This design comes from an exercise in tuning for small area and a short achievable clock period on the open sky130 flow, not from production work. Function was checked by simulation only, so behaviour that the tests miss may differ from the original. Power figures rest on the tool's default switching activity, not on a simulated workload.

==> run a <==
==> flow/design.v (excerpt) <==
module MULTI_32bit(clk, rst, A, B, F);
  input clk, rst;
  input [31:0] A;
  input [31:0] B;
  output reg [31:0] F;
  reg r1_s;
  reg [7:0] r1_e;
  reg r1_c0_0;
  reg r1_c0_1;
  reg r1_c1_0;
  reg r1_c2_0;
  reg r1_c2_1;
  reg r1_c2_2;
  reg r1_c3_0;
  reg r1_c3_1;
  reg r1_c4_0;
  reg r1_c4_1;
  reg r1_c4_2;
  reg r1_c4_3;
  reg r1_c5_0;
  reg r1_c5_1;
  reg r1_c5_2;
  reg r1_c6_0;
  reg r1_c6_1;
  reg r1_c6_2;
  reg r1_c6_3;
  reg r1_c6_4;
  reg r1_c7_0;
  reg r1_c7_1;
  reg r1_c7_2;
  reg r1_c7_3;
  reg r1_c8_0;
  reg r1_c8_1;
  reg r1_c8_2;
  reg r1_c8_3;
  reg r1_c8_4;
  reg r1_c8_5;
  reg r1_c9_0;
  reg r1_c9_1;
  reg r1_c9_2;
  reg r1_c9_3;
  reg r1_c9_4;
  reg r1_c10_0;
  reg r1_c10_1;
  reg r1_c10_2;
  reg r1_c10_3;
  reg r1_c10_4;
  reg r1_c10_5;
  reg r1_c10_6;
  reg r1_c11_0;
  reg r1_c11_1;
  reg r1_c11_2;
  reg r1_c11_3;
  reg r1_c11_4;
  reg r1_c11_5;
  reg r1_c12_0;
  reg r1_c12_1;
  reg r1_c12_2;
  reg r1_c12_3;
  reg r1_c12_4;
  reg r1_c12_5;
  reg r1_c12_6;
  reg r1_c12_7;
  reg r1_c13_0;
  reg r1_c13_1;
  reg r1_c13_2;
  reg r1_c13_3;
  reg r1_c13_4;
  reg r1_c13_5;
  reg r1_c13_6;
  reg r1_c14_0;
  reg r1_c14_1;
  reg r1_c14_2;
  reg r1_c14_3;
  reg r1_c14_4;
  reg r1_c14_5;
  reg r1_c14_6;
  reg r1_c14_7;
  reg r1_c14_8;
  reg r1_c15_0;
  reg r1_c15_1;
  reg r1_c15_2;
  reg r1_c15_3;
  reg r1_c15_4;
  reg r1_c15_5;
  reg r1_c15_6;
  reg r1_c15_7;
  reg r1_c16_0;
  reg r1_c16_1;
  reg r1_c16_2;
  reg r1_c16_3;
  reg r1_c16_4;
  reg r1_c16_5;
  reg r1_c16_6;
  reg r1_c16_7;
  reg r1_c16_8;
  reg r1_c17_0;
  reg r1_c17_1;
  reg r1_c17_2;
  ...
export LEC_CHECK = 0
export ABC_CLOCK_PERIOD_IN_PS = 2500
export CAP_MARGIN = 20
export CORE_MARGIN = 2
export CORE_UTILIZATION = 40
export SETUP_SLACK_MARGIN = 4.5
export SLEW_MARGIN = 20
export SYNTH_HIERARCHICAL = 1
export SYNTH_MINIMUM_KEEP_SIZE = 0
create_clock -name core_clock -period 7.0 [get_ports {clk}]
standard.sh (not shown) runs the stock make flow with config.mk's settings and CLKGATE_MAP_FILE= SYNTH_SCRIPT=/design/flow/synth_recipe.tcl, a recipe that flattens the netlist after the stock synthesis.
==> flow/flow/run.sh <==
#!/bin/bash
# The standard layout, but with port buffers of a plain buffer cell
# (buffer_ports otherwise picks a delay cell, clkdlybuf4s50_1).
set -euo pipefail
export BUFFER_PORTS_ARGS="-buffer_cell sky130_fd_sc_hd__buf_4"
bash standard.sh > make_finish.log 2>&1
==> inputs of run b, as changes to run a <==
- SETUP_SLACK_MARGIN: 4.5 -> 4.3
==> summary of the runs <==
Between run a and run b, the lower combinational power is in run b (gap about 8%, measured against run b). Global-route usage: run a is lower than run b (0.37 points). Against run a, the register-to-register slack of run b is lower by 0.03 ns. Against run b, the cell count of run a is higher by about 0.9%.

---

==> job 8937: inputs <==
MULTI_32bit, a different RTL version from the one above (not shown whole).
==> module MULTI_32bit_xor, before the edit <==
module MULTI_32bit_xor(a, b, y);
  input a, b;
  output y;
  assign y = a ^ b;
endmodule
==> module MULTI_32bit_and, before the edit <==
module MULTI_32bit_and(a, b, y);
  input a, b;
  output y;
  assign y = a & b;
endmodule
export LEC_CHECK = 0
export ABC_CLOCK_PERIOD_IN_PS = 2500
export CAP_MARGIN = 20
export CORE_MARGIN = 2
export CORE_UTILIZATION = 40
export CTS_BUF_LIST = sky130_fd_sc_hd__clkbuf_16
export CTS_CLUSTER_DIAMETER = 80
export CTS_CLUSTER_SIZE = 30
export SETUP_SLACK_MARGIN = 4.3
export SLEW_MARGIN = 20
export SYNTH_HIERARCHICAL = 1
export SYNTH_MINIMUM_KEEP_SIZE = 0
create_clock -name core_clock -period 7.0 [get_ports {clk}]
Scripts as last shown in full above: flow/flow/run.sh
==> job 1476 (differences from job 8937) <==
--- a/flow/design.v
+++ b/flow/design.v
@@ -4061,14 +4061,4 @@
   assign pp = (one & t0) | (two & t1);
 endmodule
-module MULTI_32bit_xor(a, b, y);
-  input a, b;
-  output y;
-  assign y = a ^ b;
-endmodule
-module MULTI_32bit_and(a, b, y);
-  input a, b;
-  output y;
-  assign y = a & b;
-endmodule
 module MULTI_32bit_ha(a, b, s, co);
   input a, b;
Settings changed: CTS_BUF_LIST sky130_fd_sc_hd__clkbuf_16 to sky130_fd_sc_hd__clkbuf_8, CTS_CLUSTER_DIAMETER 80 to default, CTS_CLUSTER_SIZE 30 to default, SETUP_SLACK_MARGIN 4.3 to 4.2.
==> job 4576 (differences from job 8937) <==
--- a/flow/design.v
+++ b/flow/design.v
@@ -4061,14 +4061,4 @@
   assign pp = (one & t0) | (two & t1);
 endmodule
-module MULTI_32bit_xor(a, b, y);
-  input a, b;
-  output y;
-  assign y = a ^ b;
-endmodule
-module MULTI_32bit_and(a, b, y);
-  input a, b;
-  output y;
-  assign y = a & b;
-endmodule
 module MULTI_32bit_ha(a, b, s, co);
   input a, b;
Settings changed: CTS_BUF_LIST sky130_fd_sc_hd__clkbuf_16 to sky130_fd_sc_hd__clkbuf_8, CTS_CLUSTER_DIAMETER 80 to default, CTS_CLUSTER_SIZE 30 to default, SETUP_SLACK_MARGIN 4.3 to 4.4.
==> metrics.md <==
| Metric | Value |
|---|---|
| Leakage | `11.4 nW` |
| Internal power | `7.23 mW` |
| P_clk | `2.26 mW` |
| Peak supply drop | `0.242 mV` |
| Status | `no timing/DRC/antenna violations` |
-- figures above: job 1476

==> metrics.md <==
| Metric | Value |
|---|---|
| Status | `no timing/DRC/antenna violations` |
| P_clk | `2.25 mW` |
| Sw Ratio | `38.9%` |
| CP endpoint kind | `register` |
| Internal power | `7.64 mW` |
| Critical-path top delay cell | `fa_2` |
| Grt met1 use | `29.4%` |
-- figures above: job 4576

==> metrics.md <==
| Metric | Value |
|---|---|
| Status | `no timing/DRC/antenna violations` |
| Leakage | `10.9 nW` |
| Internal power | `6.76 mW` |
| Worst skew pair latency | `0.59 ns` |
| P_clk | `1.61 mW` |
| Peak supply drop | `0.282 mV` |
-- figures above: job 8937


---

==> inputs of trial 80 <==
MULTI_32bit, a different RTL version from the one above (not shown whole).
export LEC_CHECK = 0
export ABC_CLOCK_PERIOD_IN_PS = 2500
export CAP_MARGIN = 20
export CORE_MARGIN = 2
export CORE_UTILIZATION = 40
export SETUP_SLACK_MARGIN = 4.5
export SLEW_MARGIN = 20
create_clock -name core_clock -period 7.0 [get_ports {clk}]
Scripts as last shown in full above: flow/flow/run.sh
==> trial 90 (differences from trial 80) <==
==> flow/run.sh (new file) <==
#!/bin/bash
# synth_recipe.tcl (not shown) runs the flow's synth.tcl, then flattens the netlist and writes it again
# the make line also repeats each setting of config.mk as NAME=value (left out here)
make -C /OpenROAD-flow-scripts/flow DESIGN_CONFIG=/design/flow/config.mk WORK_HOME=/design/flow/orfs CLKGATE_MAP_FILE= SYNTH_SCRIPT=/design/flow/synth_recipe.tcl finish
removed: flow/flow/run.sh
removed: flow/standard.sh
==> notes.md <==
- The flow ran to the end and the layout has no timing, DRC or antenna violations.
- Entering global routing, the biggest net connects 42 pins.
- The worst setup path startpoint is r2_c2_1.
- The global-route total usage across every layer is 24.9%.
- The reg-to-reg setup timing slack is 4140 ps.
- The biggest cell delay along the critical path is 480 ps.
- In the final layout, the multi-input gates occupy 15900 µm².
- The post-CTS resize count is around 500.
- The fill cell instance count of the final layout is 5225.
- The global-route wire length before repair is roughly 120000 µm.
- The via density per instance is ~5.3.
- Summed over all cells, the static leakage comes to roughly 14 nW.
the above is filed under trial 90

==> notes.md <==
- The run finished with no timing, DRC or antenna violations.
- The leakage power is approximately 13 nW.
- Summing all multi-input logic gate instances after layout gives about 16000 µm².
- The reg-to-reg setup timing slack is 4120 ps.
- The via density per instance is ~5.3.
- The fill cell instance count of the final layout is about 5300.
the above is filed under trial 80


---

==> 02-15 <==
RTL: one of the versions met above, not the one the previous note started from.
export LEC_CHECK = 0
export ABC_CLOCK_PERIOD_IN_PS = 2500
export CAP_MARGIN = 20
export CORE_MARGIN = 2
export CORE_UTILIZATION = 40
export CTS_BUF_LIST = sky130_fd_sc_hd__clkbuf_8
export SETUP_SLACK_MARGIN = 4.3
export SLEW_MARGIN = 20
export SYNTH_HIERARCHICAL = 1
export SYNTH_MINIMUM_KEEP_SIZE = 0
create_clock -name core_clock -period 7.0 [get_ports {clk}]
==> flow/flow/run.sh <==
#!/bin/bash
# The standard layout, but with port buffers of a plain buffer cell
# (buffer_ports otherwise picks a delay cell, clkdlybuf4s50_1).
set -euo pipefail
export BUFFER_PORTS_ARGS="-buffer_cell sky130_fd_sc_hd__buf_2"
bash standard.sh > make_finish.log 2>&1
==> inputs of 10-25, as changes to 02-15 <==
==> flow/flow/run.sh (replaced) <==
#!/bin/bash
# The standard layout, but with port buffers of a plain buffer cell
# (buffer_ports otherwise picks a delay cell, clkdlybuf4s50_1).
set -euo pipefail
export BUFFER_PORTS_ARGS="-buffer_cell sky130_fd_sc_hd__buf_4"
bash standard.sh > make_finish.log 2>&1
- CTS_CLUSTER_DIAMETER: default -> 60
- CTS_CLUSTER_SIZE: default -> 20
==> inputs of 10-19, as changes to 02-15 <==
--- a/flow/design.v
+++ b/flow/design.v
@@ -4060,16 +4060,6 @@
   output pp;
   assign pp = (one & t0) | (two & t1);
 endmodule
-module MULTI_32bit_xor(a, b, y);
-  input a, b;
-  output y;
-  assign y = a ^ b;
-endmodule
-module MULTI_32bit_and(a, b, y);
-  input a, b;
-  output y;
-  assign y = a & b;
-endmodule
 module MULTI_32bit_ha(a, b, s, co);
   input a, b;
   output s, co;
==> flow/flow/run.sh (replaced) <==
#!/bin/bash
# The standard layout, but with port buffers of a plain buffer cell
# (buffer_ports otherwise picks a delay cell, clkdlybuf4s50_1).
set -euo pipefail
export BUFFER_PORTS_ARGS="-buffer_cell sky130_fd_sc_hd__buf_4"
bash standard.sh > make_finish.log 2>&1
==> results_dict.tcl <==
set metrics [dict create \
    setup_slack_ps 4295 \
    tightest_slew_ps 730.8 \
    p_per_area_nw_per_um2 459.0 \
    timing.hold.ws_ps 326.2 \
    comb_power_share 0.517 \
    multi_input_area_share 0.5538 \
    nets 2423 \
    dp_slack_ps 3532 \
    utilization 0.4673 \
    max_freq_ghz 0.3697 \
    status "no timing/DRC/antenna violations" \
]
the above is filed under 10-19

==> results_dict.tcl <==
set metrics [dict create \
    multi_input_area_share 0.5517 \
    worstSkewPairLatency_ps 630 \
    p_per_area_nw_per_um2 475.9 \
    utilization 0.4720 \
    status "no timing/DRC/antenna violations" \
    timing.hold.ws_ps 324.8 \
    dp_slack_ps 3237 \
    nets 2440 \
    tightest_slew_ps 705.4 \
    setup_slack_ps 4228 \
    max_freq_ghz 0.3608 \
    comb_power_share 0.520 \
]
the above is filed under 02-15

==> results_dict.tcl <==
set metrics [dict create \
    multi_input_area_share 0.5673 \
    ant_nets 0 \
    signal_buffers 107 \
    max_freq_ghz 0.3697 \
    comb_power_share 0.547 \
    p_per_area_nw_per_um2 444.3 \
    nets 2386 \
    setup_slack_ps 4295 \
    tightest_slew_ps 750.9 \
    dp_slack_ps 3532 \
    utilization 0.4546 \
    grt_pass1_vias 14730 \
    timing.hold.ws_ps 337.2 \
    status "no timing/DRC/antenna violations" \
]
the above is filed under 10-25

## port drivers added, routing unchanged
In the flow no input, the clock included, has a driving cell. The finished layouts below were timed again as built, in two steps.
Step 1: set_driving_cell puts a clkbuf_16 on clk and a buf_2 on each other input, an assumption about the parent block.
Step 2 moves the port delays by t, midway between the first and last clock arrival at a register: inputs arrive t later, outputs are due t later. That takes back most of the time a late clock gives input paths.
a / b / c = no drivers / after step 1 / after step 2; a / b = the first two.
run	shift t [ns]	slack for setup (ns)	cell pins on the clock port's net
run a	0.651	4.246 / 4.246 / 3.872	1
run b	0.657	4.213 / 4.213 / 3.691	1
job 8937	0.615	4.305 / 4.305 / 3.707	1
job 1476	0.687	4.189 / 4.209 / 3.522	1
job 4576	0.669	4.278 / 4.278 / 3.742	1
trial 80	0.641	4.121 / 4.121 / 3.796	1
trial 90	0.654	4.141 / 4.141 / 3.888	1
02-15	0.670	4.228 / 4.228 / 3.663	1
10-25	0.713	4.295 / 4.295 / 3.636	1
10-19	0.655	4.295 / 4.295 / 3.682	1
After both steps setup and hold are still met in every run listed. The setup slack of job 1476, which loses most, moves by +0.020 ns with the drivers and by -0.667 ns with both steps.
